Source: an optimization exercise on an open RTL-to-GDS flow (aim: small area, a short achievable clock period and few clock cycles per item). Production flows keep margins and buffers that such runs may drop.
Function was checked by simulation only, so behaviour that the tests miss may differ from the original.

### flow/config.mk
export PLATFORM = sky130hd
export DESIGN_NAME = vs4x400_core
export DESIGN_NICKNAME = vs4x400_core
export VERILOG_FILES = /design/flow/design.v
export SDC_FILE = /design/flow/constraint.sdc
export NUM_CORES = 4
export LEC_CHECK = 0
export CAP_MARGIN = 20
export CORE_MARGIN = 2
export CORE_UTILIZATION = 55
export CTS_BUF_LIST = sky130_fd_sc_hd__clkbuf_8
export SLEW_MARGIN = 20
### flow/constraint.sdc
create_clock -name core_clock -period 16.0 [get_ports {clk}]
set_input_delay 3.2000 -clock core_clock [delete_from_list [all_inputs] [get_ports {clk}]]
set_output_delay 3.2000 -clock core_clock [all_outputs]
set_load 0.01 [all_outputs]
### flow/design.v
module vs4x400_core (
    input clk, input reset,
    input start_search,
    input [9:0] vector_count,
    input [7:0] dim_size,
    output reg [11:0] mem_addr,
    input signed [63:0] mem_data,
    output [31:0] max_score,
    output reg [7:0] winner_id,
    output reg busy
);
    reg fetch;             
    reg first;             
    reg [4:0] krem;        
    wire last_word = (krem == 5'd1);
    wire done;             
    always @(posedge clk or posedge reset) begin
        if (reset) begin
            fetch <= 1'b0;
            mem_addr <= 12'd0;
        end else begin
            fetch <= start_search | (fetch & ~done);
            mem_addr <= fetch ? mem_addr + 12'd1 : 12'd0;
        end
    end
    always @(posedge clk) begin
        krem <= (~fetch | last_word) ? dim_size[7:3] : krem - 5'd1;
        first <= ~fetch | last_word;
    end
    reg [63:0] d1;
    wire [47:0] enc0;
    reg [47:0] enc1;
    assign enc0[0] = mem_data[8] ^ 1'b0;
    assign enc0[1] = (mem_data[9] & ~mem_data[8] & ~1'b0) | (~mem_data[9] & mem_data[8] & 1'b0);
    assign enc0[2] = mem_data[9];
    assign enc0[3] = mem_data[10] ^ mem_data[9];
    assign enc0[4] = (mem_data[11] & ~mem_data[10] & ~mem_data[9]) | (~mem_data[11] & mem_data[10] & mem_data[9]);
    assign enc0[5] = mem_data[11];
    assign enc0[6] = mem_data[12] ^ mem_data[11];
    assign enc0[7] = (mem_data[13] & ~mem_data[12] & ~mem_data[11]) | (~mem_data[13] & mem_data[12] & mem_data[11]);
    assign enc0[8] = mem_data[13];
    assign enc0[9] = mem_data[14] ^ mem_data[13];
    assign enc0[10] = (mem_data[15] & ~mem_data[14] & ~mem_data[13]) | (~mem_data[15] & mem_data[14] & mem_data[13]);
    assign enc0[11] = mem_data[15];
    assign enc0[12] = mem_data[24] ^ 1'b0;
    assign enc0[13] = (mem_data[25] & ~mem_data[24] & ~1'b0) | (~mem_data[25] & mem_data[24] & 1'b0);
    assign enc0[14] = mem_data[25];
    assign enc0[15] = mem_data[26] ^ mem_data[25];
    assign enc0[16] = (mem_data[27] & ~mem_data[26] & ~mem_data[25]) | (~mem_data[27] & mem_data[26] & mem_data[25]);
    assign enc0[17] = mem_data[27];
    assign enc0[18] = mem_data[28] ^ mem_data[27];
    assign enc0[19] = (mem_data[29] & ~mem_data[28] & ~mem_data[27]) | (~mem_data[29] & mem_data[28] & mem_data[27]);
    assign enc0[20] = mem_data[29];
    assign enc0[21] = mem_data[30] ^ mem_data[29];
    assign enc0[22] = (mem_data[31] & ~mem_data[30] & ~mem_data[29]) | (~mem_data[31] & mem_data[30] & mem_data[29]);
    assign enc0[23] = mem_data[31];
    assign enc0[24] = mem_data[40] ^ 1'b0;
    assign enc0[25] = (mem_data[41] & ~mem_data[40] & ~1'b0) | (~mem_data[41] & mem_data[40] & 1'b0);
    assign enc0[26] = mem_data[41];
    assign enc0[27] = mem_data[42] ^ mem_data[41];
    assign enc0[28] = (mem_data[43] & ~mem_data[42] & ~mem_data[41]) | (~mem_data[43] & mem_data[42] & mem_data[41]);
    assign enc0[29] = mem_data[43];
    assign enc0[30] = mem_data[44] ^ mem_data[43];
    assign enc0[31] = (mem_data[45] & ~mem_data[44] & ~mem_data[43]) | (~mem_data[45] & mem_data[44] & mem_data[43]);
    assign enc0[32] = mem_data[45];
    assign enc0[33] = mem_data[46] ^ mem_data[45];
    assign enc0[34] = (mem_data[47] & ~mem_data[46] & ~mem_data[45]) | (~mem_data[47] & mem_data[46] & mem_data[45]);
    assign enc0[35] = mem_data[47];
    assign enc0[36] = mem_data[56] ^ 1'b0;
    assign enc0[37] = (mem_data[57] & ~mem_data[56] & ~1'b0) | (~mem_data[57] & mem_data[56] & 1'b0);
    assign enc0[38] = mem_data[57];
    assign enc0[39] = mem_data[58] ^ mem_data[57];
    assign enc0[40] = (mem_data[59] & ~mem_data[58] & ~mem_data[57]) | (~mem_data[59] & mem_data[58] & mem_data[57]);
    assign enc0[41] = mem_data[59];
    assign enc0[42] = mem_data[60] ^ mem_data[59];
    assign enc0[43] = (mem_data[61] & ~mem_data[60] & ~mem_data[59]) | (~mem_data[61] & mem_data[60] & mem_data[59]);
    assign enc0[44] = mem_data[61];
    assign enc0[45] = mem_data[62] ^ mem_data[61];
    assign enc0[46] = (mem_data[63] & ~mem_data[62] & ~mem_data[61]) | (~mem_data[63] & mem_data[62] & mem_data[61]);
    assign enc0[47] = mem_data[63];
    reg f1;                
    reg l1;                
    reg [21:0] acc_s, acc_c;
    wire [21:0] as_q = f1 ? 22'd0 : acc_s;
    wire [21:0] ac_q = f1 ? 22'd0 : acc_c;
    wire q1;
    wire q2;
    wire q3;
    wire q4;
    wire q5;
    wire q6;
    wire q7;
    wire q8;
    wire q9;
    wire nb10;
    wire q11;
    wire q12;
    wire q13;
    wire q14;
    wire q15;
    wire q16;
    wire q17;
    wire q18;
    wire q19;
    wire nb20;
    wire q21;
    wire q22;
    wire q23;
    wire q24;
    wire q25;
    wire q26;
    wire q27;
    wire q28;
    wire q29;
    wire nb30;
    wire q31;
    wire q32;
    wire q33;
    wire q34;
    wire q35;
    wire q36;
    wire q37;
    wire q38;
    wire q39;
    wire nb40;
    wire q41;
    wire q42;
    wire q43;
    wire q44;
    wire q45;
    wire q46;
    wire q47;
    wire q48;
    wire q49;
    wire nb50;
    wire q51;
    wire q52;
    wire q53;
    wire q54;
    wire q55;
    wire q56;
    wire q57;
    wire q58;
    wire q59;
    wire nb60;
    wire q61;
    wire q62;
    wire q63;
    wire q64;
    wire q65;
    wire q66;
    wire q67;
    wire q68;
    wire q69;
    wire nb70;
    wire q71;
    wire q72;
    wire q73;
    wire q74;
    wire q75;
    wire q76;
    wire q77;
    wire q78;
    wire q79;
    wire nb80;
    wire q81;
    wire q82;
    wire q83;
    wire q84;
    wire q85;
    wire q86;
    wire q87;
    wire q88;
    wire q89;
    wire nb90;
    wire q91;
    wire q92;
    wire q93;
    wire q94;
    wire q95;
    wire q96;
    wire q97;
    wire q98;
    wire q99;
    wire nb100;
    wire q101;
    wire q102;
    wire q103;
    wire q104;
    wire q105;
    wire q106;
    wire q107;
    wire q108;
    wire q109;
    wire nb110;
    wire q111;
    wire q112;
    wire q113;
    wire q114;
    wire q115;
    wire q116;
    wire q117;
    wire q118;
    wire q119;
    wire nb120;
    wire q121;
    wire q122;
    wire q123;
    wire q124;
    wire q125;
    wire q126;
    wire q127;
    wire q128;
    wire q129;
    wire nb130;
    wire q131;
    wire q132;
    wire q133;
    wire q134;
    wire q135;
    wire q136;
    wire q137;
    wire q138;
    wire q139;
    wire nb140;
    wire q141;
    wire q142;
    wire q143;
    wire q144;
    wire q145;
    wire q146;
    wire q147;
    wire q148;
    wire q149;
    wire nb150;
    wire q151;
    wire q152;
    wire q153;
    wire q154;
    wire q155;
    wire q156;
    wire q157;
    wire q158;
    wire q159;
    wire nb160;
    wire s1;
    wire c1;
    wire s2;
    wire c2;
    wire s3;
    wire c3;
    wire s4;
    wire c4;
    wire s5;
    wire c5;
    wire s6;
    wire c6;
    wire s7;
    wire c7;
    wire s8;
    wire c8;
    wire s9;
    wire c9;
    wire s10;
    wire c10;
    wire s11;
    wire c11;
    wire s12;
    wire c12;
    wire s13;
    wire c13;
    wire s14;
    wire c14;
    wire s15;
    wire c15;
    wire s16;
    wire c16;
    wire s17;
    wire c17;
    wire s18;
    wire c18;
    wire s19;
    wire c19;
    wire s20;
    wire c20;
    wire s21;
    wire c21;
    wire s22;
    wire c22;
    wire s23;
    wire c23;
    wire s24;
    wire c24;
    wire s25;
    wire c25;
    wire s26;
    wire c26;
    wire s27;
    wire c27;
    wire s28;
    wire c28;
    wire s29;
    wire c29;
    wire s30;
    wire c30;
    wire s31;
    wire c31;
    wire s32;
    wire c32;
    wire s33;
    wire c33;
    wire s34;
    wire c34;
    wire s35;
    wire c35;
    wire s36;
    wire c36;
    wire s37;
    wire c37;
    wire s38;
    wire c38;
    wire s39;
    wire c39;
    wire s40;
    wire c40;
    wire s41;
    wire c41;
    wire s42;
    wire c42;
    wire s43;
    wire c43;
    wire s44;
    wire c44;
    wire s45;
    wire c45;
    wire s46;
    wire c46;
    wire s47;
    wire c47;
    wire s48;
    wire c48;
    wire s49;
    wire c49;
    wire s50;
    wire c50;
    wire s51;
    wire c51;
    wire s52;
    wire c52;
    wire s53;
    wire c53;
    wire s54;
    wire c54;
    wire s55;
    wire c55;
    wire s56;
    wire c56;
    wire s57;
    wire c57;
    wire s58;
    wire c58;
    wire s59;
    wire c59;
    wire s60;
    wire c60;
    wire s61;
    wire c61;
    wire s62;
    wire c62;
    wire s63;
    wire c63;
    wire s64;
    wire c64;
    wire s65;
    wire c65;
    wire s66;
    wire c66;
    wire s67;
    wire c67;
    wire s68;
    wire c68;
    wire s69;
    wire c69;
    wire s70;
    wire c70;
    wire s71;
    wire c71;
    wire s72;
    wire c72;
    wire s73;
    wire c73;
    wire s74;
    wire c74;
    wire s75;
    wire c75;
    wire s76;
    wire c76;
    wire s77;
    wire c77;
    wire s78;
    wire c78;
    wire s79;
    wire c79;
    wire s80;
    wire c80;
    wire s81;
    wire c81;
    wire s82;
    wire c82;
    wire s83;
    wire c83;
    wire s84;
    wire c84;
    wire s85;
    wire c85;
    wire s86;
    wire c86;
    wire s87;
    wire c87;
    wire s88;
    wire c88;
    wire s89;
    wire c89;
    wire s90;
    wire c90;
    wire s91;
    wire c91;
    wire s92;
    wire c92;
    wire s93;
    wire c93;
    wire s94;
    wire c94;
    wire s95;
    wire c95;
    wire s96;
    wire c96;
    wire s97;
    wire c97;
    wire s98;
    wire c98;
    wire s99;
    wire c99;
    wire s100;
    wire c100;
    wire s101;
    wire c101;
    wire s102;
    wire c102;
    wire s103;
    wire c103;
    wire s104;
    wire c104;
    wire s105;
    wire c105;
    wire s106;
    wire c106;
    wire s107;
    wire c107;
    wire s108;
    wire c108;
    wire s109;
    wire c109;
    wire s110;
    wire c110;
    wire s111;
    wire c111;
    wire s112;
    wire c112;
    wire s113;
    wire c113;
    wire s114;
    wire c114;
    wire s115;
    wire c115;
    wire s116;
    wire c116;
    wire s117;
    wire c117;
    wire s118;
    wire c118;
    wire s119;
    wire c119;
    wire s120;
    wire c120;
    wire s121;
    wire c121;
    wire s122;
    wire c122;
    wire s123;
    wire c123;
    wire s124;
    wire c124;
    wire s125;
    wire c125;
    wire s126;
    wire c126;
    wire s127;
    wire c127;
    wire s128;
    wire c128;
    wire s129;
    wire c129;
    wire s130;
    wire c130;
    wire s131;
    wire c131;
    wire s132;
    wire c132;
    wire s133;
    wire c133;
    wire s134;
    wire c134;
    wire s135;
    wire c135;
    wire s136;
    wire c136;
    wire s137;
    wire c137;
    wire s138;
    wire c138;
    wire s139;
    wire c139;
    wire s140;
    wire c140;
    wire s141;
    wire c141;
    wire s142;
    wire c142;
    wire s143;
    wire c143;
    wire s144;
    wire c144;
    wire s145;
    wire c145;
    wire s146;
    wire c146;
    wire s147;
    wire c147;
    wire s148;
    wire c148;
    wire s149;
    wire c149;
    wire s150;
    wire c150;
    wire s151;
    wire c151;
    wire s152;
    wire c152;
    wire s153;
    wire c153;
    wire s154;
    wire c154;
    wire s155;
    wire c155;
    wire s156;
    wire c156;
    wire s157;
    wire c157;
    wire s158;
    wire c158;
    wire s159;
    wire c159;
    wire s160;
    wire c160;
    wire s161;
    wire c161;
    wire s162;
    wire c162;
    wire s163;
    wire c163;
    wire s164;
    wire c164;
    wire s165;
    wire c165;
    wire s166;
    wire c166;
    wire s167;
    wire c167;
    wire s168;
    wire c168;
    wire s169;
    wire c169;
    wire s170;
    wire c170;
    wire s171;
    wire c171;
    wire s172;
    wire c172;
    wire s173;
    wire c173;
    wire s174;
    wire c174;
    wire s175;
    wire c175;
    wire s176;
    wire c176;
    assign q1 = (enc1[0] & d1[0]) ^ enc1[2];
    assign q2 = ((enc1[0] & d1[1]) | (enc1[1] & d1[0])) ^ enc1[2];
    assign q3 = ((enc1[0] & d1[2]) | (enc1[1] & d1[1])) ^ enc1[2];
    assign q4 = ((enc1[0] & d1[3]) | (enc1[1] & d1[2])) ^ enc1[2];
    assign q5 = ((enc1[0] & d1[4]) | (enc1[1] & d1[3])) ^ enc1[2];
    assign q6 = ((enc1[0] & d1[5]) | (enc1[1] & d1[4])) ^ enc1[2];
    assign q7 = ((enc1[0] & d1[6]) | (enc1[1] & d1[5])) ^ enc1[2];
    assign q8 = ((enc1[0] & d1[7]) | (enc1[1] & d1[6])) ^ enc1[2];
    assign q9 = ((enc1[0] & d1[7]) | (enc1[1] & d1[7])) ^ enc1[2];
    assign nb10 = ~q9;
    assign q11 = (enc1[3] & d1[0]) ^ enc1[5];
    assign q12 = ((enc1[3] & d1[1]) | (enc1[4] & d1[0])) ^ enc1[5];
    assign q13 = ((enc1[3] & d1[2]) | (enc1[4] & d1[1])) ^ enc1[5];
    assign q14 = ((enc1[3] & d1[3]) | (enc1[4] & d1[2])) ^ enc1[5];
    assign q15 = ((enc1[3] & d1[4]) | (enc1[4] & d1[3])) ^ enc1[5];
    assign q16 = ((enc1[3] & d1[5]) | (enc1[4] & d1[4])) ^ enc1[5];
    assign q17 = ((enc1[3] & d1[6]) | (enc1[4] & d1[5])) ^ enc1[5];
    assign q18 = ((enc1[3] & d1[7]) | (enc1[4] & d1[6])) ^ enc1[5];
    assign q19 = ((enc1[3] & d1[7]) | (enc1[4] & d1[7])) ^ enc1[5];
    assign nb20 = ~q19;
    assign q21 = (enc1[6] & d1[0]) ^ enc1[8];
    assign q22 = ((enc1[6] & d1[1]) | (enc1[7] & d1[0])) ^ enc1[8];
    assign q23 = ((enc1[6] & d1[2]) | (enc1[7] & d1[1])) ^ enc1[8];
    assign q24 = ((enc1[6] & d1[3]) | (enc1[7] & d1[2])) ^ enc1[8];
    assign q25 = ((enc1[6] & d1[4]) | (enc1[7] & d1[3])) ^ enc1[8];
    assign q26 = ((enc1[6] & d1[5]) | (enc1[7] & d1[4])) ^ enc1[8];
    assign q27 = ((enc1[6] & d1[6]) | (enc1[7] & d1[5])) ^ enc1[8];
    assign q28 = ((enc1[6] & d1[7]) | (enc1[7] & d1[6])) ^ enc1[8];
    assign q29 = ((enc1[6] & d1[7]) | (enc1[7] & d1[7])) ^ enc1[8];
    assign nb30 = ~q29;
    assign q31 = (enc1[9] & d1[0]) ^ enc1[11];
    assign q32 = ((enc1[9] & d1[1]) | (enc1[10] & d1[0])) ^ enc1[11];
    assign q33 = ((enc1[9] & d1[2]) | (enc1[10] & d1[1])) ^ enc1[11];
    assign q34 = ((enc1[9] & d1[3]) | (enc1[10] & d1[2])) ^ enc1[11];
    assign q35 = ((enc1[9] & d1[4]) | (enc1[10] & d1[3])) ^ enc1[11];
    assign q36 = ((enc1[9] & d1[5]) | (enc1[10] & d1[4])) ^ enc1[11];
    assign q37 = ((enc1[9] & d1[6]) | (enc1[10] & d1[5])) ^ enc1[11];
    assign q38 = ((enc1[9] & d1[7]) | (enc1[10] & d1[6])) ^ enc1[11];
    assign q39 = ((enc1[9] & d1[7]) | (enc1[10] & d1[7])) ^ enc1[11];
    assign nb40 = ~q39;
    assign q41 = (enc1[12] & d1[16]) ^ enc1[14];
    assign q42 = ((enc1[12] & d1[17]) | (enc1[13] & d1[16])) ^ enc1[14];
    assign q43 = ((enc1[12] & d1[18]) | (enc1[13] & d1[17])) ^ enc1[14];
    assign q44 = ((enc1[12] & d1[19]) | (enc1[13] & d1[18])) ^ enc1[14];
    assign q45 = ((enc1[12] & d1[20]) | (enc1[13] & d1[19])) ^ enc1[14];
    assign q46 = ((enc1[12] & d1[21]) | (enc1[13] & d1[20])) ^ enc1[14];
    assign q47 = ((enc1[12] & d1[22]) | (enc1[13] & d1[21])) ^ enc1[14];
    assign q48 = ((enc1[12] & d1[23]) | (enc1[13] & d1[22])) ^ enc1[14];
    assign q49 = ((enc1[12] & d1[23]) | (enc1[13] & d1[23])) ^ enc1[14];
    assign nb50 = ~q49;
    assign q51 = (enc1[15] & d1[16]) ^ enc1[17];
    assign q52 = ((enc1[15] & d1[17]) | (enc1[16] & d1[16])) ^ enc1[17];
    assign q53 = ((enc1[15] & d1[18]) | (enc1[16] & d1[17])) ^ enc1[17];
    assign q54 = ((enc1[15] & d1[19]) | (enc1[16] & d1[18])) ^ enc1[17];
    assign q55 = ((enc1[15] & d1[20]) | (enc1[16] & d1[19])) ^ enc1[17];
    assign q56 = ((enc1[15] & d1[21]) | (enc1[16] & d1[20])) ^ enc1[17];
    assign q57 = ((enc1[15] & d1[22]) | (enc1[16] & d1[21])) ^ enc1[17];
    assign q58 = ((enc1[15] & d1[23]) | (enc1[16] & d1[22])) ^ enc1[17];
    assign q59 = ((enc1[15] & d1[23]) | (enc1[16] & d1[23])) ^ enc1[17];
    assign nb60 = ~q59;
    assign q61 = (enc1[18] & d1[16]) ^ enc1[20];
    assign q62 = ((enc1[18] & d1[17]) | (enc1[19] & d1[16])) ^ enc1[20];
    assign q63 = ((enc1[18] & d1[18]) | (enc1[19] & d1[17])) ^ enc1[20];
    assign q64 = ((enc1[18] & d1[19]) | (enc1[19] & d1[18])) ^ enc1[20];
    assign q65 = ((enc1[18] & d1[20]) | (enc1[19] & d1[19])) ^ enc1[20];
    assign q66 = ((enc1[18] & d1[21]) | (enc1[19] & d1[20])) ^ enc1[20];
    assign q67 = ((enc1[18] & d1[22]) | (enc1[19] & d1[21])) ^ enc1[20];
    assign q68 = ((enc1[18] & d1[23]) | (enc1[19] & d1[22])) ^ enc1[20];
    assign q69 = ((enc1[18] & d1[23]) | (enc1[19] & d1[23])) ^ enc1[20];
    assign nb70 = ~q69;
    assign q71 = (enc1[21] & d1[16]) ^ enc1[23];
    assign q72 = ((enc1[21] & d1[17]) | (enc1[22] & d1[16])) ^ enc1[23];
    assign q73 = ((enc1[21] & d1[18]) | (enc1[22] & d1[17])) ^ enc1[23];
    assign q74 = ((enc1[21] & d1[19]) | (enc1[22] & d1[18])) ^ enc1[23];
    assign q75 = ((enc1[21] & d1[20]) | (enc1[22] & d1[19])) ^ enc1[23];
    assign q76 = ((enc1[21] & d1[21]) | (enc1[22] & d1[20])) ^ enc1[23];
    assign q77 = ((enc1[21] & d1[22]) | (enc1[22] & d1[21])) ^ enc1[23];
    assign q78 = ((enc1[21] & d1[23]) | (enc1[22] & d1[22])) ^ enc1[23];
    assign q79 = ((enc1[21] & d1[23]) | (enc1[22] & d1[23])) ^ enc1[23];
    assign nb80 = ~q79;
    assign q81 = (enc1[24] & d1[32]) ^ enc1[26];
    assign q82 = ((enc1[24] & d1[33]) | (enc1[25] & d1[32])) ^ enc1[26];
    assign q83 = ((enc1[24] & d1[34]) | (enc1[25] & d1[33])) ^ enc1[26];
    assign q84 = ((enc1[24] & d1[35]) | (enc1[25] & d1[34])) ^ enc1[26];
    assign q85 = ((enc1[24] & d1[36]) | (enc1[25] & d1[35])) ^ enc1[26];
    assign q86 = ((enc1[24] & d1[37]) | (enc1[25] & d1[36])) ^ enc1[26];
    assign q87 = ((enc1[24] & d1[38]) | (enc1[25] & d1[37])) ^ enc1[26];
    assign q88 = ((enc1[24] & d1[39]) | (enc1[25] & d1[38])) ^ enc1[26];
    assign q89 = ((enc1[24] & d1[39]) | (enc1[25] & d1[39])) ^ enc1[26];
    assign nb90 = ~q89;
    assign q91 = (enc1[27] & d1[32]) ^ enc1[29];
    assign q92 = ((enc1[27] & d1[33]) | (enc1[28] & d1[32])) ^ enc1[29];
    assign q93 = ((enc1[27] & d1[34]) | (enc1[28] & d1[33])) ^ enc1[29];
    assign q94 = ((enc1[27] & d1[35]) | (enc1[28] & d1[34])) ^ enc1[29];
    assign q95 = ((enc1[27] & d1[36]) | (enc1[28] & d1[35])) ^ enc1[29];
    assign q96 = ((enc1[27] & d1[37]) | (enc1[28] & d1[36])) ^ enc1[29];
    assign q97 = ((enc1[27] & d1[38]) | (enc1[28] & d1[37])) ^ enc1[29];
    assign q98 = ((enc1[27] & d1[39]) | (enc1[28] & d1[38])) ^ enc1[29];
    assign q99 = ((enc1[27] & d1[39]) | (enc1[28] & d1[39])) ^ enc1[29];
    assign nb100 = ~q99;
    assign q101 = (enc1[30] & d1[32]) ^ enc1[32];
    assign q102 = ((enc1[30] & d1[33]) | (enc1[31] & d1[32])) ^ enc1[32];
    assign q103 = ((enc1[30] & d1[34]) | (enc1[31] & d1[33])) ^ enc1[32];
    assign q104 = ((enc1[30] & d1[35]) | (enc1[31] & d1[34])) ^ enc1[32];
    assign q105 = ((enc1[30] & d1[36]) | (enc1[31] & d1[35])) ^ enc1[32];
    assign q106 = ((enc1[30] & d1[37]) | (enc1[31] & d1[36])) ^ enc1[32];
    assign q107 = ((enc1[30] & d1[38]) | (enc1[31] & d1[37])) ^ enc1[32];
    assign q108 = ((enc1[30] & d1[39]) | (enc1[31] & d1[38])) ^ enc1[32];
    assign q109 = ((enc1[30] & d1[39]) | (enc1[31] & d1[39])) ^ enc1[32];
    assign nb110 = ~q109;
    assign q111 = (enc1[33] & d1[32]) ^ enc1[35];
    assign q112 = ((enc1[33] & d1[33]) | (enc1[34] & d1[32])) ^ enc1[35];
    assign q113 = ((enc1[33] & d1[34]) | (enc1[34] & d1[33])) ^ enc1[35];
    assign q114 = ((enc1[33] & d1[35]) | (enc1[34] & d1[34])) ^ enc1[35];
    assign q115 = ((enc1[33] & d1[36]) | (enc1[34] & d1[35])) ^ enc1[35];
    assign q116 = ((enc1[33] & d1[37]) | (enc1[34] & d1[36])) ^ enc1[35];
    assign q117 = ((enc1[33] & d1[38]) | (enc1[34] & d1[37])) ^ enc1[35];
    assign q118 = ((enc1[33] & d1[39]) | (enc1[34] & d1[38])) ^ enc1[35];
    assign q119 = ((enc1[33] & d1[39]) | (enc1[34] & d1[39])) ^ enc1[35];
    assign nb120 = ~q119;
    assign q121 = (enc1[36] & d1[48]) ^ enc1[38];
    assign q122 = ((enc1[36] & d1[49]) | (enc1[37] & d1[48])) ^ enc1[38];
    assign q123 = ((enc1[36] & d1[50]) | (enc1[37] & d1[49])) ^ enc1[38];
    assign q124 = ((enc1[36] & d1[51]) | (enc1[37] & d1[50])) ^ enc1[38];
    assign q125 = ((enc1[36] & d1[52]) | (enc1[37] & d1[51])) ^ enc1[38];
    assign q126 = ((enc1[36] & d1[53]) | (enc1[37] & d1[52])) ^ enc1[38];
    assign q127 = ((enc1[36] & d1[54]) | (enc1[37] & d1[53])) ^ enc1[38];
    assign q128 = ((enc1[36] & d1[55]) | (enc1[37] & d1[54])) ^ enc1[38];
    assign q129 = ((enc1[36] & d1[55]) | (enc1[37] & d1[55])) ^ enc1[38];
    assign nb130 = ~q129;
    assign q131 = (enc1[39] & d1[48]) ^ enc1[41];
    assign q132 = ((enc1[39] & d1[49]) | (enc1[40] & d1[48])) ^ enc1[41];
    assign q133 = ((enc1[39] & d1[50]) | (enc1[40] & d1[49])) ^ enc1[41];
    assign q134 = ((enc1[39] & d1[51]) | (enc1[40] & d1[50])) ^ enc1[41];
    assign q135 = ((enc1[39] & d1[52]) | (enc1[40] & d1[51])) ^ enc1[41];
    assign q136 = ((enc1[39] & d1[53]) | (enc1[40] & d1[52])) ^ enc1[41];
    assign q137 = ((enc1[39] & d1[54]) | (enc1[40] & d1[53])) ^ enc1[41];
    assign q138 = ((enc1[39] & d1[55]) | (enc1[40] & d1[54])) ^ enc1[41];
    assign q139 = ((enc1[39] & d1[55]) | (enc1[40] & d1[55])) ^ enc1[41];
    assign nb140 = ~q139;
    assign q141 = (enc1[42] & d1[48]) ^ enc1[44];
    assign q142 = ((enc1[42] & d1[49]) | (enc1[43] & d1[48])) ^ enc1[44];
    assign q143 = ((enc1[42] & d1[50]) | (enc1[43] & d1[49])) ^ enc1[44];
    assign q144 = ((enc1[42] & d1[51]) | (enc1[43] & d1[50])) ^ enc1[44];
    assign q145 = ((enc1[42] & d1[52]) | (enc1[43] & d1[51])) ^ enc1[44];
    assign q146 = ((enc1[42] & d1[53]) | (enc1[43] & d1[52])) ^ enc1[44];
    assign q147 = ((enc1[42] & d1[54]) | (enc1[43] & d1[53])) ^ enc1[44];
    assign q148 = ((enc1[42] & d1[55]) | (enc1[43] & d1[54])) ^ enc1[44];
    assign q149 = ((enc1[42] & d1[55]) | (enc1[43] & d1[55])) ^ enc1[44];
    assign nb150 = ~q149;
    assign q151 = (enc1[45] & d1[48]) ^ enc1[47];
    assign q152 = ((enc1[45] & d1[49]) | (enc1[46] & d1[48])) ^ enc1[47];
    assign q153 = ((enc1[45] & d1[50]) | (enc1[46] & d1[49])) ^ enc1[47];
    assign q154 = ((enc1[45] & d1[51]) | (enc1[46] & d1[50])) ^ enc1[47];
    assign q155 = ((enc1[45] & d1[52]) | (enc1[46] & d1[51])) ^ enc1[47];
    assign q156 = ((enc1[45] & d1[53]) | (enc1[46] & d1[52])) ^ enc1[47];
    assign q157 = ((enc1[45] & d1[54]) | (enc1[46] & d1[53])) ^ enc1[47];
    assign q158 = ((enc1[45] & d1[55]) | (enc1[46] & d1[54])) ^ enc1[47];
    assign q159 = ((enc1[45] & d1[55]) | (enc1[46] & d1[55])) ^ enc1[47];
    assign nb160 = ~q159;
    assign s1 = enc1[2] ^ enc1[14] ^ enc1[26];
    assign c1 = (enc1[2] & enc1[14]) | (enc1[26] & (enc1[2] ^ enc1[14]));
    assign s2 = enc1[38] ^ as_q[0] ^ ac_q[0];
    assign c2 = (enc1[38] & as_q[0]) | (ac_q[0] & (enc1[38] ^ as_q[0]));
    assign s3 = q1 ^ q41 ^ q81;
    assign c3 = (q1 & q41) | (q81 & (q1 ^ q41));
    assign s4 = q121 ^ s1 ^ s2;
    assign c4 = (q121 & s1) | (s2 & (q121 ^ s1));
    assign s5 = as_q[1] ^ ac_q[1] ^ q2;
    assign c5 = (as_q[1] & ac_q[1]) | (q2 & (as_q[1] ^ ac_q[1]));
    assign s6 = q42 ^ q82 ^ q122;
    assign c6 = (q42 & q82) | (q122 & (q42 ^ q82));
    assign s7 = c1 ^ c2 ^ c3;
    assign c7 = (c1 & c2) | (c3 & (c1 ^ c2));
    assign s8 = s5 ^ s6 ^ c4;
    assign c8 = (s5 & s6) | (c4 & (s5 ^ s6));
    assign s9 = enc1[5] ^ enc1[17] ^ enc1[29];
    assign c9 = (enc1[5] & enc1[17]) | (enc1[29] & (enc1[5] ^ enc1[17]));
    assign s10 = enc1[41] ^ as_q[2] ^ ac_q[2];
    assign c10 = (enc1[41] & as_q[2]) | (ac_q[2] & (enc1[41] ^ as_q[2]));
    assign s11 = q3 ^ q11 ^ q43;
    assign c11 = (q3 & q11) | (q43 & (q3 ^ q11));
    assign s12 = q51 ^ q83 ^ q91;
    assign c12 = (q51 & q83) | (q91 & (q51 ^ q83));
    assign s13 = q123 ^ q131 ^ s9;
    assign c13 = (q123 & q131) | (s9 & (q123 ^ q131));
    assign s14 = s10 ^ c5 ^ c6;
    assign c14 = (s10 & c5) | (c6 & (s10 ^ c5));
    assign s15 = s11 ^ s12 ^ s13;
    assign c15 = (s11 & s12) | (s13 & (s11 ^ s12));
    assign s16 = c7 ^ s14 ^ s15;
    assign c16 = (c7 & s14) | (s15 & (c7 ^ s14));
    assign s17 = as_q[3] ^ ac_q[3] ^ q4;
    assign c17 = (as_q[3] & ac_q[3]) | (q4 & (as_q[3] ^ ac_q[3]));
    assign s18 = q12 ^ q44 ^ q52;
    assign c18 = (q12 & q44) | (q52 & (q12 ^ q44));
    assign s19 = q84 ^ q92 ^ q124;
    assign c19 = (q84 & q92) | (q124 & (q84 ^ q92));
    assign s20 = q132 ^ c9 ^ c10;
    assign c20 = (q132 & c9) | (c10 & (q132 ^ c9));
    assign s21 = c11 ^ c12 ^ c13;
    assign c21 = (c11 & c12) | (c13 & (c11 ^ c12));
    assign s22 = s17 ^ s18 ^ s19;
    assign c22 = (s17 & s18) | (s19 & (s17 ^ s18));
    assign s23 = s20 ^ c14 ^ c15;
    assign c23 = (s20 & c14) | (c15 & (s20 ^ c14));
    assign s24 = s21 ^ s22 ^ c16;
    assign c24 = (s21 & s22) | (c16 & (s21 ^ s22));
    assign s25 = enc1[8] ^ enc1[20] ^ enc1[32];
    assign c25 = (enc1[8] & enc1[20]) | (enc1[32] & (enc1[8] ^ enc1[20]));
    assign s26 = enc1[44] ^ as_q[4] ^ ac_q[4];
    assign c26 = (enc1[44] & as_q[4]) | (ac_q[4] & (enc1[44] ^ as_q[4]));
    assign s27 = q5 ^ q13 ^ q21;
    assign c27 = (q5 & q13) | (q21 & (q5 ^ q13));
    assign s28 = q45 ^ q53 ^ q61;
    assign c28 = (q45 & q53) | (q61 & (q45 ^ q53));
    assign s29 = q85 ^ q93 ^ q101;
    assign c29 = (q85 & q93) | (q101 & (q85 ^ q93));
    assign s30 = q125 ^ q133 ^ q141;
    assign c30 = (q125 & q133) | (q141 & (q125 ^ q133));
    assign s31 = s25 ^ s26 ^ c17;
    assign c31 = (s25 & s26) | (c17 & (s25 ^ s26));
    assign s32 = c18 ^ c19 ^ s27;
    assign c32 = (c18 & c19) | (s27 & (c18 ^ c19));
    assign s33 = s28 ^ s29 ^ s30;
    assign c33 = (s28 & s29) | (s30 & (s28 ^ s29));
    assign s34 = c20 ^ c21 ^ c22;
    assign c34 = (c20 & c21) | (c22 & (c20 ^ c21));
    assign s35 = s31 ^ s32 ^ s33;
    assign c35 = (s31 & s32) | (s33 & (s31 ^ s32));
    assign s36 = c23 ^ s34 ^ s35;
    assign c36 = (c23 & s34) | (s35 & (c23 ^ s34));
    assign s37 = as_q[5] ^ ac_q[5] ^ q6;
    assign c37 = (as_q[5] & ac_q[5]) | (q6 & (as_q[5] ^ ac_q[5]));
    assign s38 = q14 ^ q22 ^ q46;
    assign c38 = (q14 & q22) | (q46 & (q14 ^ q22));
    assign s39 = q54 ^ q62 ^ q86;
    assign c39 = (q54 & q62) | (q86 & (q54 ^ q62));
    assign s40 = q94 ^ q102 ^ q126;
    assign c40 = (q94 & q102) | (q126 & (q94 ^ q102));
    assign s41 = q134 ^ q142 ^ c25;
    assign c41 = (q134 & q142) | (c25 & (q134 ^ q142));
    assign s42 = c26 ^ c27 ^ c28;
    assign c42 = (c26 & c27) | (c28 & (c26 ^ c27));
    assign s43 = c29 ^ c30 ^ s37;
    assign c43 = (c29 & c30) | (s37 & (c29 ^ c30));
    assign s44 = s38 ^ s39 ^ s40;
    assign c44 = (s38 & s39) | (s40 & (s38 ^ s39));
    assign s45 = s41 ^ c31 ^ c32;
    assign c45 = (s41 & c31) | (c32 & (s41 ^ c31));
    assign s46 = c33 ^ s42 ^ s43;
    assign c46 = (c33 & s42) | (s43 & (c33 ^ s42));
    assign s47 = s44 ^ c34 ^ c35;
    assign c47 = (s44 & c34) | (c35 & (s44 ^ c34));
    assign s48 = s45 ^ s46 ^ c36;
    assign c48 = (s45 & s46) | (c36 & (s45 ^ s46));
    assign s49 = enc1[11] ^ enc1[23] ^ enc1[35];
    assign c49 = (enc1[11] & enc1[23]) | (enc1[35] & (enc1[11] ^ enc1[23]));
    assign s50 = enc1[47] ^ as_q[6] ^ ac_q[6];
    assign c50 = (enc1[47] & as_q[6]) | (ac_q[6] & (enc1[47] ^ as_q[6]));
    assign s51 = q7 ^ q15 ^ q23;
    assign c51 = (q7 & q15) | (q23 & (q7 ^ q15));
    assign s52 = q31 ^ q47 ^ q55;
    assign c52 = (q31 & q47) | (q55 & (q31 ^ q47));
    assign s53 = q63 ^ q71 ^ q87;
    assign c53 = (q63 & q71) | (q87 & (q63 ^ q71));
    assign s54 = q95 ^ q103 ^ q111;
    assign c54 = (q95 & q103) | (q111 & (q95 ^ q103));
    assign s55 = q127 ^ q135 ^ q143;
    assign c55 = (q127 & q135) | (q143 & (q127 ^ q135));
    assign s56 = q151 ^ s49 ^ s50;
    assign c56 = (q151 & s49) | (s50 & (q151 ^ s49));
    assign s57 = c37 ^ c38 ^ c39;
    assign c57 = (c37 & c38) | (c39 & (c37 ^ c38));
    assign s58 = c40 ^ c41 ^ s51;
    assign c58 = (c40 & c41) | (s51 & (c40 ^ c41));
    assign s59 = s52 ^ s53 ^ s54;
    assign c59 = (s52 & s53) | (s54 & (s52 ^ s53));
    assign s60 = s55 ^ s56 ^ c42;
    assign c60 = (s55 & s56) | (c42 & (s55 ^ s56));
    assign s61 = c43 ^ c44 ^ s57;
    assign c61 = (c43 & c44) | (s57 & (c43 ^ c44));
    assign s62 = s58 ^ s59 ^ c45;
    assign c62 = (s58 & s59) | (c45 & (s58 ^ s59));
    assign s63 = c46 ^ s60 ^ s61;
    assign c63 = (c46 & s60) | (s61 & (c46 ^ s60));
    assign s64 = c47 ^ s62 ^ s63;
    assign c64 = (c47 & s62) | (s63 & (c47 ^ s62));
    assign s65 = as_q[7] ^ ac_q[7] ^ q8;
    assign c65 = (as_q[7] & ac_q[7]) | (q8 & (as_q[7] ^ ac_q[7]));
    assign s66 = q16 ^ q24 ^ q32;
    assign c66 = (q16 & q24) | (q32 & (q16 ^ q24));
    assign s67 = q48 ^ q56 ^ q64;
    assign c67 = (q48 & q56) | (q64 & (q48 ^ q56));
    assign s68 = q72 ^ q88 ^ q96;
    assign c68 = (q72 & q88) | (q96 & (q72 ^ q88));
    assign s69 = q104 ^ q112 ^ q128;
    assign c69 = (q104 & q112) | (q128 & (q104 ^ q112));
    assign s70 = q136 ^ q144 ^ q152;
    assign c70 = (q136 & q144) | (q152 & (q136 ^ q144));
    assign s71 = c49 ^ c50 ^ c51;
    assign c71 = (c49 & c50) | (c51 & (c49 ^ c50));
    assign s72 = c52 ^ c53 ^ c54;
    assign c72 = (c52 & c53) | (c54 & (c52 ^ c53));
    assign s73 = c55 ^ s65 ^ s66;
    assign c73 = (c55 & s65) | (s66 & (c55 ^ s65));
    assign s74 = s67 ^ s68 ^ s69;
    assign c74 = (s67 & s68) | (s69 & (s67 ^ s68));
    assign s75 = s70 ^ c56 ^ c57;
    assign c75 = (s70 & c56) | (c57 & (s70 ^ c56));
    assign s76 = c58 ^ c59 ^ s71;
    assign c76 = (c58 & c59) | (s71 & (c58 ^ c59));
    assign s77 = s72 ^ s73 ^ s74;
    assign c77 = (s72 & s73) | (s74 & (s72 ^ s73));
    assign s78 = c60 ^ c61 ^ s75;
    assign c78 = (c60 & c61) | (s75 & (c60 ^ c61));
    assign s79 = s76 ^ s77 ^ c62;
    assign c79 = (s76 & s77) | (c62 & (s76 ^ s77));
    assign s80 = c63 ^ s78 ^ c64;
    assign c80 = (c63 & s78) | (c64 & (c63 ^ s78));
    assign s81 = as_q[8] ^ ac_q[8] ^ nb10;
    assign c81 = (as_q[8] & ac_q[8]) | (nb10 & (as_q[8] ^ ac_q[8]));
    assign s82 = q17 ^ q25 ^ q33;
    assign c82 = (q17 & q25) | (q33 & (q17 ^ q25));
    assign s83 = nb50 ^ q57 ^ q65;
    assign c83 = (nb50 & q57) | (q65 & (nb50 ^ q57));
    assign s84 = q73 ^ nb90 ^ q97;
    assign c84 = (q73 & nb90) | (q97 & (q73 ^ nb90));
    assign s85 = q105 ^ q113 ^ nb130;
    assign c85 = (q105 & q113) | (nb130 & (q105 ^ q113));
    assign s86 = q137 ^ q145 ^ q153;
    assign c86 = (q137 & q145) | (q153 & (q137 ^ q145));
    assign s87 = c65 ^ c66 ^ c67;
    assign c87 = (c65 & c66) | (c67 & (c65 ^ c66));
    assign s88 = c68 ^ c69 ^ c70;
    assign c88 = (c68 & c69) | (c70 & (c68 ^ c69));
    assign s89 = s81 ^ s82 ^ s83;
    assign c89 = (s81 & s82) | (s83 & (s81 ^ s82));
    assign s90 = s84 ^ s85 ^ s86;
    assign c90 = (s84 & s85) | (s86 & (s84 ^ s85));
    assign s91 = c71 ^ c72 ^ c73;
    assign c91 = (c71 & c72) | (c73 & (c71 ^ c72));
    assign s92 = c74 ^ s87 ^ s88;
    assign c92 = (c74 & s87) | (s88 & (c74 ^ s87));
    assign s93 = s89 ^ s90 ^ c75;
    assign c93 = (s89 & s90) | (c75 & (s89 ^ s90));
    assign s94 = c76 ^ c77 ^ s91;
    assign c94 = (c76 & c77) | (s91 & (c76 ^ c77));
    assign s95 = s92 ^ c78 ^ s93;
    assign c95 = (s92 & c78) | (s93 & (s92 ^ c78));
    assign s96 = s94 ^ c79 ^ s95;
    assign c96 = (s94 & c79) | (s95 & (s94 ^ c79));
    assign s97 = as_q[9] ^ ac_q[9] ^ q18;
    assign c97 = (as_q[9] & ac_q[9]) | (q18 & (as_q[9] ^ ac_q[9]));
    assign s98 = q26 ^ q34 ^ q58;
    assign c98 = (q26 & q34) | (q58 & (q26 ^ q34));
    assign s99 = q66 ^ q74 ^ q98;
    assign c99 = (q66 & q74) | (q98 & (q66 ^ q74));
    assign s100 = q106 ^ q114 ^ q138;
    assign c100 = (q106 & q114) | (q138 & (q106 ^ q114));
    assign s101 = q146 ^ q154 ^ c81;
    assign c101 = (q146 & q154) | (c81 & (q146 ^ q154));
    assign s102 = c82 ^ c83 ^ c84;
    assign c102 = (c82 & c83) | (c84 & (c82 ^ c83));
    assign s103 = c85 ^ c86 ^ s97;
    assign c103 = (c85 & c86) | (s97 & (c85 ^ c86));
    assign s104 = s98 ^ s99 ^ s100;
    assign c104 = (s98 & s99) | (s100 & (s98 ^ s99));
    assign s105 = c87 ^ c88 ^ c89;
    assign c105 = (c87 & c88) | (c89 & (c87 ^ c88));
    assign s106 = c90 ^ s101 ^ s102;
    assign c106 = (c90 & s101) | (s102 & (c90 ^ s101));
    assign s107 = s103 ^ s104 ^ c91;
    assign c107 = (s103 & s104) | (c91 & (s103 ^ s104));
    assign s108 = c92 ^ s105 ^ s106;
    assign c108 = (c92 & s105) | (s106 & (c92 ^ s105));
    assign s109 = c93 ^ c94 ^ s107;
    assign c109 = (c93 & c94) | (s107 & (c93 ^ c94));
    assign s110 = s108 ^ c95 ^ s109;
    assign c110 = (s108 & c95) | (s109 & (s108 ^ c95));
    assign s111 = 1'b1 ^ as_q[10] ^ ac_q[10];
    assign c111 = (1'b1 & as_q[10]) | (ac_q[10] & (1'b1 ^ as_q[10]));
    assign s112 = nb20 ^ q27 ^ q35;
    assign c112 = (nb20 & q27) | (q35 & (nb20 ^ q27));
    assign s113 = nb60 ^ q67 ^ q75;
    assign c113 = (nb60 & q67) | (q75 & (nb60 ^ q67));
    assign s114 = nb100 ^ q107 ^ q115;
    assign c114 = (nb100 & q107) | (q115 & (nb100 ^ q107));
    assign s115 = nb140 ^ q147 ^ q155;
    assign c115 = (nb140 & q147) | (q155 & (nb140 ^ q147));
    assign s116 = s111 ^ c97 ^ c98;
    assign c116 = (s111 & c97) | (c98 & (s111 ^ c97));
    assign s117 = c99 ^ c100 ^ s112;
    assign c117 = (c99 & c100) | (s112 & (c99 ^ c100));
    assign s118 = s113 ^ s114 ^ s115;
    assign c118 = (s113 & s114) | (s115 & (s113 ^ s114));
    assign s119 = c101 ^ c102 ^ c103;
    assign c119 = (c101 & c102) | (c103 & (c101 ^ c102));
    assign s120 = c104 ^ s116 ^ s117;
    assign c120 = (c104 & s116) | (s117 & (c104 ^ s116));
    assign s121 = s118 ^ c105 ^ c106;
    assign c121 = (s118 & c105) | (c106 & (s118 ^ c105));
    assign s122 = s119 ^ s120 ^ c107;
    assign c122 = (s119 & s120) | (c107 & (s119 ^ s120));
    assign s123 = c108 ^ s121 ^ c109;
    assign c123 = (c108 & s121) | (c109 & (c108 ^ s121));
    assign s124 = s122 ^ c110 ^ s123;
    assign c124 = (s122 & c110) | (s123 & (s122 ^ c110));
    assign s125 = 1'b1 ^ as_q[11] ^ ac_q[11];
    assign c125 = (1'b1 & as_q[11]) | (ac_q[11] & (1'b1 ^ as_q[11]));
    assign s126 = q28 ^ q36 ^ q68;
    assign c126 = (q28 & q36) | (q68 & (q28 ^ q36));
    assign s127 = q76 ^ q108 ^ q116;
    assign c127 = (q76 & q108) | (q116 & (q76 ^ q108));
    assign s128 = q148 ^ q156 ^ c111;
    assign c128 = (q148 & q156) | (c111 & (q148 ^ q156));
    assign s129 = s125 ^ c112 ^ c113;
    assign c129 = (s125 & c112) | (c113 & (s125 ^ c112));
    assign s130 = c114 ^ c115 ^ s126;
    assign c130 = (c114 & c115) | (s126 & (c114 ^ c115));
    assign s131 = s127 ^ s128 ^ c116;
    assign c131 = (s127 & s128) | (c116 & (s127 ^ s128));
    assign s132 = c117 ^ c118 ^ s129;
    assign c132 = (c117 & c118) | (s129 & (c117 ^ c118));
    assign s133 = s130 ^ c119 ^ c120;
    assign c133 = (s130 & c119) | (c120 & (s130 ^ c119));
    assign s134 = s131 ^ s132 ^ c121;
    assign c134 = (s131 & s132) | (c121 & (s131 ^ s132));
    assign s135 = s133 ^ c122 ^ s134;
    assign c135 = (s133 & c122) | (s134 & (s133 ^ c122));
    assign s136 = c123 ^ s135;
    assign c136 = c123 & s135;
    assign s137 = as_q[12] ^ ac_q[12] ^ nb30;
    assign c137 = (as_q[12] & ac_q[12]) | (nb30 & (as_q[12] ^ ac_q[12]));
    assign s138 = q37 ^ nb70 ^ q77;
    assign c138 = (q37 & nb70) | (q77 & (q37 ^ nb70));
    assign s139 = nb110 ^ q117 ^ nb150;
    assign c139 = (nb110 & q117) | (nb150 & (nb110 ^ q117));
    assign s140 = q157 ^ c125 ^ c126;
    assign c140 = (q157 & c125) | (c126 & (q157 ^ c125));
    assign s141 = c127 ^ s137 ^ s138;
    assign c141 = (c127 & s137) | (s138 & (c127 ^ s137));
    assign s142 = s139 ^ c128 ^ c129;
    assign c142 = (s139 & c128) | (c129 & (s139 ^ c128));
    assign s143 = c130 ^ s140 ^ s141;
    assign c143 = (c130 & s140) | (s141 & (c130 ^ s140));
    assign s144 = c131 ^ c132 ^ s142;
    assign c144 = (c131 & c132) | (s142 & (c131 ^ c132));
    assign s145 = s143 ^ c133 ^ s144;
    assign c145 = (s143 & c133) | (s144 & (s143 ^ c133));
    assign s146 = c134 ^ s145 ^ c135;
    assign c146 = (c134 & s145) | (c135 & (c134 ^ s145));
    assign s147 = 1'b1 ^ as_q[13] ^ ac_q[13];
    assign c147 = (1'b1 & as_q[13]) | (ac_q[13] & (1'b1 ^ as_q[13]));
    assign s148 = q38 ^ q78 ^ q118;
    assign c148 = (q38 & q78) | (q118 & (q38 ^ q78));
    assign s149 = q158 ^ s147 ^ c137;
    assign c149 = (q158 & s147) | (c137 & (q158 ^ s147));
    assign s150 = c138 ^ c139 ^ s148;
    assign c150 = (c138 & c139) | (s148 & (c138 ^ c139));
    assign s151 = c140 ^ c141 ^ s149;
    assign c151 = (c140 & c141) | (s149 & (c140 ^ c141));
    assign s152 = s150 ^ c142 ^ c143;
    assign c152 = (s150 & c142) | (c143 & (s150 ^ c142));
    assign s153 = s151 ^ c144 ^ s152;
    assign c153 = (s151 & c144) | (s152 & (s151 ^ c144));
    assign s154 = c145 ^ s153;
    assign c154 = c145 & s153;
    assign s155 = as_q[14] ^ ac_q[14] ^ nb40;
    assign c155 = (as_q[14] & ac_q[14]) | (nb40 & (as_q[14] ^ ac_q[14]));
    assign s156 = nb80 ^ nb120 ^ nb160;
    assign c156 = (nb80 & nb120) | (nb160 & (nb80 ^ nb120));
    assign s157 = c147 ^ c148 ^ s155;
    assign c157 = (c147 & c148) | (s155 & (c147 ^ c148));
    assign s158 = s156 ^ c149 ^ c150;
    assign c158 = (s156 & c149) | (c150 & (s156 ^ c149));
    assign s159 = s157 ^ c151 ^ s158;
    assign c159 = (s157 & c151) | (s158 & (s157 ^ c151));
    assign s160 = c152 ^ s159 ^ c153;
    assign c160 = (c152 & s159) | (c153 & (c152 ^ s159));
    assign s161 = 1'b1 ^ as_q[15] ^ ac_q[15];
    assign c161 = (1'b1 & as_q[15]) | (ac_q[15] & (1'b1 ^ as_q[15]));
    assign s162 = s161 ^ c155 ^ c156;
    assign c162 = (s161 & c155) | (c156 & (s161 ^ c155));
    assign s163 = c157 ^ s162 ^ c158;
    assign c163 = (c157 & s162) | (c158 & (c157 ^ s162));
    assign s164 = c159 ^ s163 ^ c160;
    assign c164 = (c159 & s163) | (c160 & (c159 ^ s163));
    assign s165 = as_q[16] ^ ac_q[16] ^ c161;
    assign c165 = (as_q[16] & ac_q[16]) | (c161 & (as_q[16] ^ ac_q[16]));
    assign s166 = s165 ^ c162 ^ c163;
    assign c166 = (s165 & c162) | (c163 & (s165 ^ c162));
    assign s167 = 1'b1 ^ as_q[17] ^ ac_q[17];
    assign c167 = (1'b1 & as_q[17]) | (ac_q[17] & (1'b1 ^ as_q[17]));
    assign s168 = s167 ^ c165 ^ c166;
    assign c168 = (s167 & c165) | (c166 & (s167 ^ c165));
    assign s169 = 1'b1 ^ as_q[18] ^ ac_q[18];
    assign c169 = (1'b1 & as_q[18]) | (ac_q[18] & (1'b1 ^ as_q[18]));
    assign s170 = c167 ^ s169 ^ c168;
    assign c170 = (c167 & s169) | (c168 & (c167 ^ s169));
    assign s171 = 1'b1 ^ as_q[19] ^ ac_q[19];
    assign c171 = (1'b1 & as_q[19]) | (ac_q[19] & (1'b1 ^ as_q[19]));
    assign s172 = c169 ^ s171;
    assign c172 = c169 & s171;
    assign s173 = 1'b1 ^ as_q[20] ^ ac_q[20];
    assign c173 = (1'b1 & as_q[20]) | (ac_q[20] & (1'b1 ^ as_q[20]));
    assign s174 = c171 ^ s173 ^ c172;
    assign c174 = (c171 & s173) | (c172 & (c171 ^ s173));
    assign s175 = 1'b1 ^ as_q[21] ^ ac_q[21];
    assign c175 = (1'b1 & as_q[21]) | (ac_q[21] & (1'b1 ^ as_q[21]));
    assign s176 = c173 ^ s175 ^ c174;
    assign c176 = (c173 & s175) | (c174 & (c173 ^ s175));
    wire [21:0] acc_s_d = {s176, s174, s172, s170, s168, s166, s164, c154, s154, c136, c124, s124, c96, c80, s79, c48, s47, c24, s23, c8, s7, s3};
    wire [21:0] acc_c_d = {1'b0, 1'b0, c170, 1'b0, 1'b0, c164, 1'b0, s160, c146, s146, s136, 1'b0, s110, s96, s80, s64, s48, s36, s24, s16, s8, s4};
    always @(posedge clk or posedge reset) begin
        if (reset)
            l1 <= 1'b0;
        else
            l1 <= fetch & last_word & ~done;
    end
    always @(posedge clk) begin
        d1 <= mem_data;
        enc1 <= enc0;
        f1 <= first;
        acc_s <= acc_s_d;
        acc_c <= acc_c_d;
    end
    reg d2;                
    reg [7:0] vid;         
    reg [21:0] best;
    reg best31;
    wire [8:0] vid_next = {1'b0, vid} + 9'd1;
    assign done = d2 & (vid_next == vector_count[8:0]);
    wire signed [21:0] score = acc_s + acc_c;
    wire take = d2 & ((vid == 8'd0) | (score > $signed(best)));
    always @(posedge clk or posedge reset) begin
        if (reset) begin
            d2 <= 1'b0;
            busy <= 1'b0;
            best <= 22'd1;
            best31 <= 1'b1;
            winner_id <= 8'hFF;
        end else begin
            d2 <= l1 & ~done;
            busy <= start_search | (busy & ~done);
            if (take) begin
                best <= score;
                best31 <= score[21];
                winner_id <= vid;
            end
        end
    end
    always @(posedge clk) begin
        vid <= ~busy ? 8'd0 : (d2 ? vid_next[7:0] : vid);
    end
    assign max_score = {best31, {9{best[21]}}, best};
endmodule
### flow/flow/run.sh
#!/bin/bash
# The standard layout, with three changes to how the layout is made:
# - synthesis skips the quick generic abc pass inside yosys's synth (SYNTH_ARGS=-noabc), so that
#   extract_fa sees the full-adder tree as the RTL writes it; the registers are the same, and the
#   final abc mapping runs as usual;
# - every port still gets a buffer, but outputs get buf_4 and inputs buf_1 instead of the delay
#   buffer buffer_ports picks by default (flow/ports.tcl);
# - the resizer's repair aims for setup slack below the clock period. Each tool's output is in orfs/logs; make's output in standard.log.
set -euo pipefail
here=$(pwd)
bash standard.sh \
  PRE_GLOBAL_PLACE_TCL="$here/flow/ports.tcl" \
  SETUP_SLACK_MARGIN=11.7 \
  SYNTH_ARGS=-noabc \
  finish > standard.log 2>&1
### flow/flow/ports.tcl
# Sourced before global placement (PRE_GLOBAL_PLACE_TCL). global_place.tcl then calls
# buffer_ports; this wraps it so that every port still gets a buffer, but inputs get buf_1 and
# outputs buf_4 instead of the delay buffer buffer_ports picks by default.
rename buffer_ports my_std_buffer_ports
proc buffer_ports {args} {
  my_std_buffer_ports -inputs -buffer_cell sky130_fd_sc_hd__buf_1
  my_std_buffer_ports -outputs -buffer_cell sky130_fd_sc_hd__buf_4
}
### flow/standard.sh
#!/bin/bash
# synth_recipe.tcl (not shown) runs the flow's synth.tcl, then flattens the netlist and writes it again
# the make line also repeats each setting of config.mk as NAME=value (left out here)
make -C /OpenROAD-flow-scripts/flow DESIGN_CONFIG=/design/flow/config.mk WORK_HOME=/design/flow/orfs CLKGATE_MAP_FILE= SYNTH_SCRIPT=/design/flow/synth_recipe.tcl "${@:-finish}"
==> results of run 1 <==
-- cell usage after synthesis (all sizes together) (8+ instances only) --
cell	count	area share (%)
a21o	9	0.50
fa	164	24
inv	70	1.9
and2	16	0.74
clkbuf	90	2.5
nand2	50	1.4
a22oi	113	6.3
dfxtp	133	20
xnor2	156	10
nor2	12	0.33
dfrtp	37	6.8
nor2b	42	1.9
mux2	30	3.3
and3	10	0.46
xor2	46	3.0
o21ai	52	1.9
a21oi	31	1.1
dfstp	10	1.9
nand4	12	0.55
ha	50	4.6
nor3	8	0.30
nand2b	24	1.1
buf	16	0.91
nand3b	14	0.78
nand3	18	0.66
-- per-stage QoR --
stage	std cells	cell area (sq um)	util, %	setup WS, ps
after global placement	1614	14230	58.70	10950
after CTS	1662	14990	61.82	11630
after global routing	1681	15340	63.25	11590
after floorplan	1261	13570	-	11690
after detailed placement	1614	14230	58.70	10870
final	1681	15340	63.25	11660
-- state kept, by name, summed over array words and instances, names as in the netlist --
name	cells
winner_id	8
best	22
acc_c	16
l1	1
mem_addr	12
enc1	48
busy	1
acc_s	22
f1	1
best31	1
d2	1
fetch	1
vid	8
first	1
krem	5
d1	32
-- kinds of logic after synthesis --
family / Yosys count / synth area share (%)
compound gates: 238 / 11.93
fa+ha+maj: 214 / 28.84
simple gates: 218 / 8.916
flops: 180 / 28.41
buf+inv: 176 / 5.344
xor+xnor: 202 / 13.05
mux: 33 / 3.517
-- per-layer routing --
layer	GRT usage (%)	wire, microns
met1	33.00	13570
met5	0	0
met3	3.493	1385
met2	42.98	15450
met4	9.456	1065
-- timing repair --
item	CTS	global route
gates resized for setup	101	60
endpoints found under the setup margin	70	82
pin swaps	3	6
buffers inserted	16	19
-- final cells by class --
type / count / area, sq um
clock buffer: 17 / 234.0
sequential: 180 / 3990
tap: 324 / 405.4
timing repair buffer: 170 / 1055
clock inverter: 15 / 198.9
multi-input combinational: 905 / 9189
inverter: 70 / 264.0
fill: 2035 / 8912
-- worst min-delay path by stage --
stage	end	startpoint	slack [ps]
6_report	f1	first	340
2_1_floorplan	f1	first	310
3_3_place_gp	f1	first	310
5_1_grt	f1	first	350
4_1_cts	f1	first	340
3_5_place_dp	f1	first	320
==> results.sh, run 1 <==
export IMPL_status="finished clean"
export IMPL_hold_buffers=0
export IMPL_async_flop_share_pct=26.11
export IMPL_routed_wl_microns=31470
export IMPL_htree_levels=4
export IMPL_skew_ps=17.54
export IMPL_startpoint="best[0]"
export IMPL_worstHoldPathType="flop to flop"
export IMPL_layout_common_cells="fa_1, xnor2_1, a22oi_1"
export IMPL_drc=0
export IMPL_synth_cell_area_sq_um=13560
export IMPL_max_clock_freq_ghz=0.2306
export IMPL_reg2reg_depth=9
export IMPL_syn_to_final_growth_pct=13.13
export IMPL_final_nets=1643
export IMPL_crit_end="max_score[0]"
export IMPL_critPathTopFamily="flip-flops"
export IMPL_antenna_found_initial=0
export IMPL_core_sq_um=24250
export IMPL_drive_gt1_share_pct=21.22
export IMPL_cp_cell_sequence="buf_6"
export IMPL_synth_edf_count=0
export IMPL_path_clk_slew_ps=120
export IMPL_critPathBufInv=1
export IMPL_io_buffers=133
export IMPL_synth_avg_cell_area_sq_um=10.75
export IMPL_drt_iter0_markers=468
export IMPL_setup_violations=0
export IMPL_worstSetupStartpointType="flop"
export IMPL_num_vias=9250
export IMPL_min_period_ps=4337
export IMPL_yosysUniqueCellTypes=59
export IMPL_clk_path_buf_depth=2
export IMPL_crit_required_ps=12800
export IMPL_cts_sinks=180
export IMPL_rows=57
export IMPL_die_h_microns=161.0
export IMPL_synth_main_ff_cell="dfxtp_1"
export IMPL_crit_path_max_fanout=2
export IMPL_hold_violations=0
export IMPL_crit_type="flop to output pin"
export IMPL_drtPass1Iterations=5
export IMPL_cts_tree="built"
export IMPL_yosys_register_bits=180
export IMPL_rsz0062_at_grt="yes"
export IMPL_fp_dieW_microns=161.0
export IMPL_post_drt_wl_per_cell_microns=18.72
export IMPL_crit_cells=1
export IMPL_endpoint_kind="output pin"
export IMPL_root_buffer="clkbuf_8"
export IMPL_final_common_cell="fa_1"
export IMPL_whs_ps=340.9
export IMPL_r2r_slack_ps=11800
export IMPL_max_stage_delay_ps=560
export IMPL_cts_buffers=17
export IMPL_start_util_pct=55.90
export IMPL_grt_pass1_vias=9322
export IMPL_ios=138
export IMPL_max_slew_margin_pct=46.48
export IMPL_hold_depth=0
export IMPL_syn_nets=1560
export IMPL_period_share_pct=27.11
export IMPL_crit_slowest_cell="dfstp_2"
export IMPL_drtAntennaViolNets=0
export IMPL_die_area_sq_um=25920
export IMPL_setup_tns_ps=0
export IMPL_cp_arrival_ps=1140
export IMPL_synth_seq_area_share_pct=28.41
export IMPL_grt_max_degree=48
export IMPL_grt_ovfl_total=0
export IMPL_r2r_end="acc_s[15]"
export IMPL_clock_latency_ps=480
export IMPL_grt_pass1_wl_microns=50300
export IMPL_antenna_cells=0
export IMPL_gp_congestion=0.9717
export IMPL_yosysWarnings=1
export IMPL_tightest_slew_ps=801.8
export IMPL_vias_per_cell=5.503
export IMPL_r2r_start="enc1[6]"
export IMPL_hpwl_microns=25070
export IMPL_slew_violations=0
export IMPL_maxCapViolations=0
export IMPL_grt_use_total_pct=25.23
export IMPL_syn_inst=1261
Testbench counts, summed over its fixed seeds: cycles 76,099, words 75,811.
==> run 2: changes to the inputs <==
--- a/flow/config.mk
+++ b/flow/config.mk
@@ -9,4 +9,3 @@
 export CORE_MARGIN = 2
 export CORE_UTILIZATION = 55
-export CTS_BUF_LIST = sky130_fd_sc_hd__clkbuf_8
 export SLEW_MARGIN = 20
==> run 2 against run 1 <==
Worst setup slack better by 52 ps; still clean on timing, DRC and antenna; highest routed layer unchanged; area after synthesis unchanged; critical path depth unchanged; first-iteration DRC count up 8.3%; die area unchanged; register-to-register slack worse by 20 ps; non-clock buffer count down 25.
==> results.sh, run 2 <==
export IMPL_status="finished clean"
export IMPL_grt_use_met3_pct=3.775
export IMPL_grt_use_total_pct=25.30
export IMPL_utilization_pct=63.06
export IMPL_whs_ps=332.2
export IMPL_period_share_pct=26.78
export IMPL_cts_sinks=180
export IMPL_antenna_found_initial=0
export IMPL_routed_wl_microns=31550
export IMPL_dp_slack_ps=10870
export IMPL_worstSetupStartpointType="flop"
export IMPL_setup_violations=0
export IMPL_crit_type="flop to output pin"
export IMPL_gp_congestion=0.9717
export IMPL_htree_levels=4
export IMPL_top_regs="enc1 x48, d1 x32"
export IMPL_synth_edf_count=0
export IMPL_grt_max_degree=48
export IMPL_cp_cell_sequence="buf_6"
export IMPL_grt_pass1_wl_microns=50430
export IMPL_clock_latency_ps=440
export IMPL_synth_main_ff_cell="dfxtp_1"
export IMPL_grt_busiest_layer="met2"
export IMPL_syn_nets=1560
export IMPL_die_h_microns=161.0
export IMPL_drc=0
export IMPL_drtPass1Iterations=5
export IMPL_crit_path_max_fanout=2
export IMPL_grt_pass1_vias=9317
export IMPL_skew_ps=15.30
export IMPL_regMostFlops="enc1"
export IMPL_vias_per_cell=5.543
export IMPL_synth_seq_area_share_pct=28.41
export IMPL_ios=138
export IMPL_worstHoldPathType="flop to flop"
export IMPL_rows=57
export IMPL_max_slew_margin_pct=46.46
export IMPL_hpwl_microns=25070
export IMPL_fp_dieW_microns=161.0
export IMPL_gr_usage_met1_pct=32.98
export IMPL_antenna_cells=0
export IMPL_hold_violations=0
export IMPL_use_met2_pct=43.37
export IMPL_drive_gt1_share_pct=19.44
export IMPL_min_period_ps=4285
export IMPL_cts_tree="built"
export IMPL_yosys_register_bits=180
export IMPL_tightest_slew_ps=803.1
export IMPL_yosysTopAreaCell="fa_1"
export IMPL_critPathTopFamily="flip-flops"
export IMPL_synth_commonest_cells="fa_1, xnor2_1, dfxtp_1"
export IMPL_endpoint_kind="output pin"
export IMPL_synth_avg_cell_area_sq_um=10.75
export IMPL_setup_tns_ps=0
export IMPL_yosysWarnings=1
export IMPL_num_vias=9180
export IMPL_syn_to_final_growth_pct=12.80
export IMPL_crit_slowest_cell="dfstp_2"
export IMPL_core_sq_um=24250
export IMPL_grt_ovfl_total=0
export IMPL_final_common_cell="fa_1"
export IMPL_layout_common_cells="fa_1, xnor2_1, a22oi_1"
export IMPL_synth_top_area_share_pct=24.22
export IMPL_yosysMostFrequentCell="fa_1"
export IMPL_syn_inst=1261
export IMPL_max_clock_freq_ghz=0.2333
export IMPL_critPathBufInv=1
export IMPL_yosysUniqueCellTypes=59
export IMPL_io_buffers=133
export IMPL_max_stage_delay_ps=550
export IMPL_crit_required_ps=12800
export IMPL_clk_path_buf_depth=2
export IMPL_die_area_sq_um=25920
export IMPL_slew_violations=0
export IMPL_cp_arrival_ps=1090
export IMPL_drt_iter0_markers=507
export IMPL_maxCapViolations=0
export IMPL_final_nets=1618
export IMPL_synth_cell_area_sq_um=13560
export IMPL_drtAntennaViolNets=0
export IMPL_cts_buffers=17
export IMPL_start_util_pct=55.90
export IMPL_ys_top_cells_by_area="fa_1, dfxtp_1, xnor2_1, dfrtp_1, a22oi_1"
export IMPL_largest_reg_flops=48
export IMPL_path_clk_slew_ps=90
export IMPL_root_buffer="clkbuf_16"
export IMPL_post_drt_wl_per_cell_microns=19.05
export IMPL_setup_slack_ps=11710
export IMPL_async_flop_share_pct=26.11
export IMPL_rsz0062_at_grt="yes"
[run 2: cell counts after synthesis]
Identical to the previous run, type by type.
[run 2: stage by stage]
stage | area, sq um | std cells
2_1_floorplan | 13570 | 1261
3_3_place_gp | 14230 | 1614
3_5_place_dp | 14230 | 1614
4_1_cts | 15100 | 1652
5_1_grt | 15290 | 1656
6_report | 15290 | 1656
[run 2: path summary, 6_finish.rpt]
check                        startpoint      endpoint  slack, ps  cells past startpoint
min reg2reg                       first            f1        330                      0
max reg2reg                     enc1[9]     acc_s[10]      11780                      9
max                        winner_id[6]  winner_id[6]      11710                      1
min in group asynchronous         reset   mem_addr[9]       2850                      2
max in group asynchronous         reset      best[21]      12610                      2
min                               first            f1        330                      0
[run 2: routing by layer]
metal	part of all wire [%]	wire length [microns]
met1	44	13760
met2	49	15470
met3	4.2	1333
met4	3.1	984
met5	0	0
[run 2: cells by family (layout without fill, tap and decap cells)]
group / Yosys count / in the layout / share of synthesized area [%]
adder cells (fa/ha/maj): 214 / 214 / 28.84
flip-flops: 180 / 180 / 28.41
buffers and inverters: 176 / 247 / 5.344
AO/OA/AOI/OAI: 238 / 238 / 11.93
XOR/XNOR: 202 / 202 / 13.05
AND/OR/NAND/NOR: 218 / 218 / 8.916
multiplexers: 33 / 33 / 3.517
[run 2: timing repair]
| action | CTS | global route |
|---|---|---|
| resized for setup | 99 | 52 |
| buffers inserted | 6 | 4 |
| setup endpoints to repair | 62 | 62 |
| pin swaps | 5 | 12 |
| hold buffers | 0 | 0 |
[run 2: cell type report]
cell class | instances | area (sq um)
clock inverter | 15 | 198.9
timing repair buffer | 145 | 837.1
sequential | 180 | 4001
tap | 324 | 405.4
inverter | 70 | 264.0
fill | 2015 | 8957
clock buffer | 17 | 425.4
multi-input combinational | 905 | 9159

-- re-timing with driven ports --
The results above use ideal ports. As a check the final layouts listed here were re-extracted and re-timed, cells and wires unchanged.
Step 1: set_driving_cell puts a clkbuf_16 on clk and a buf_2 on each other input, an assumption about the parent block.
Step 2 adds t to the input delays and takes it off the output delays; t is the mean of the earliest and latest rising clock arrival at the registers after step 1. Input paths then give back, and output paths get back, about the clock's delay inside the block.
Three values: no drivers, after step 1, after step 2; two values: the first two.
| run | t, ns | slack for setup (ns) | worst setup path after step 2 | clock arrival spread, ns |
|---|---|---|---|---|
| run 1 | 0.520 | 11.663 / 11.617 / 11.360 | input to register | 0.019 / 0.019 |
| run 2 | 0.486 | 11.715 / 11.665 / 11.345 | input to register | 0.016 / 0.015 |
After both steps every run listed still meets setup and hold. The setup slack of run 2, which loses most, moves by -0.050 ns with the drivers and by -0.370 ns with both steps.
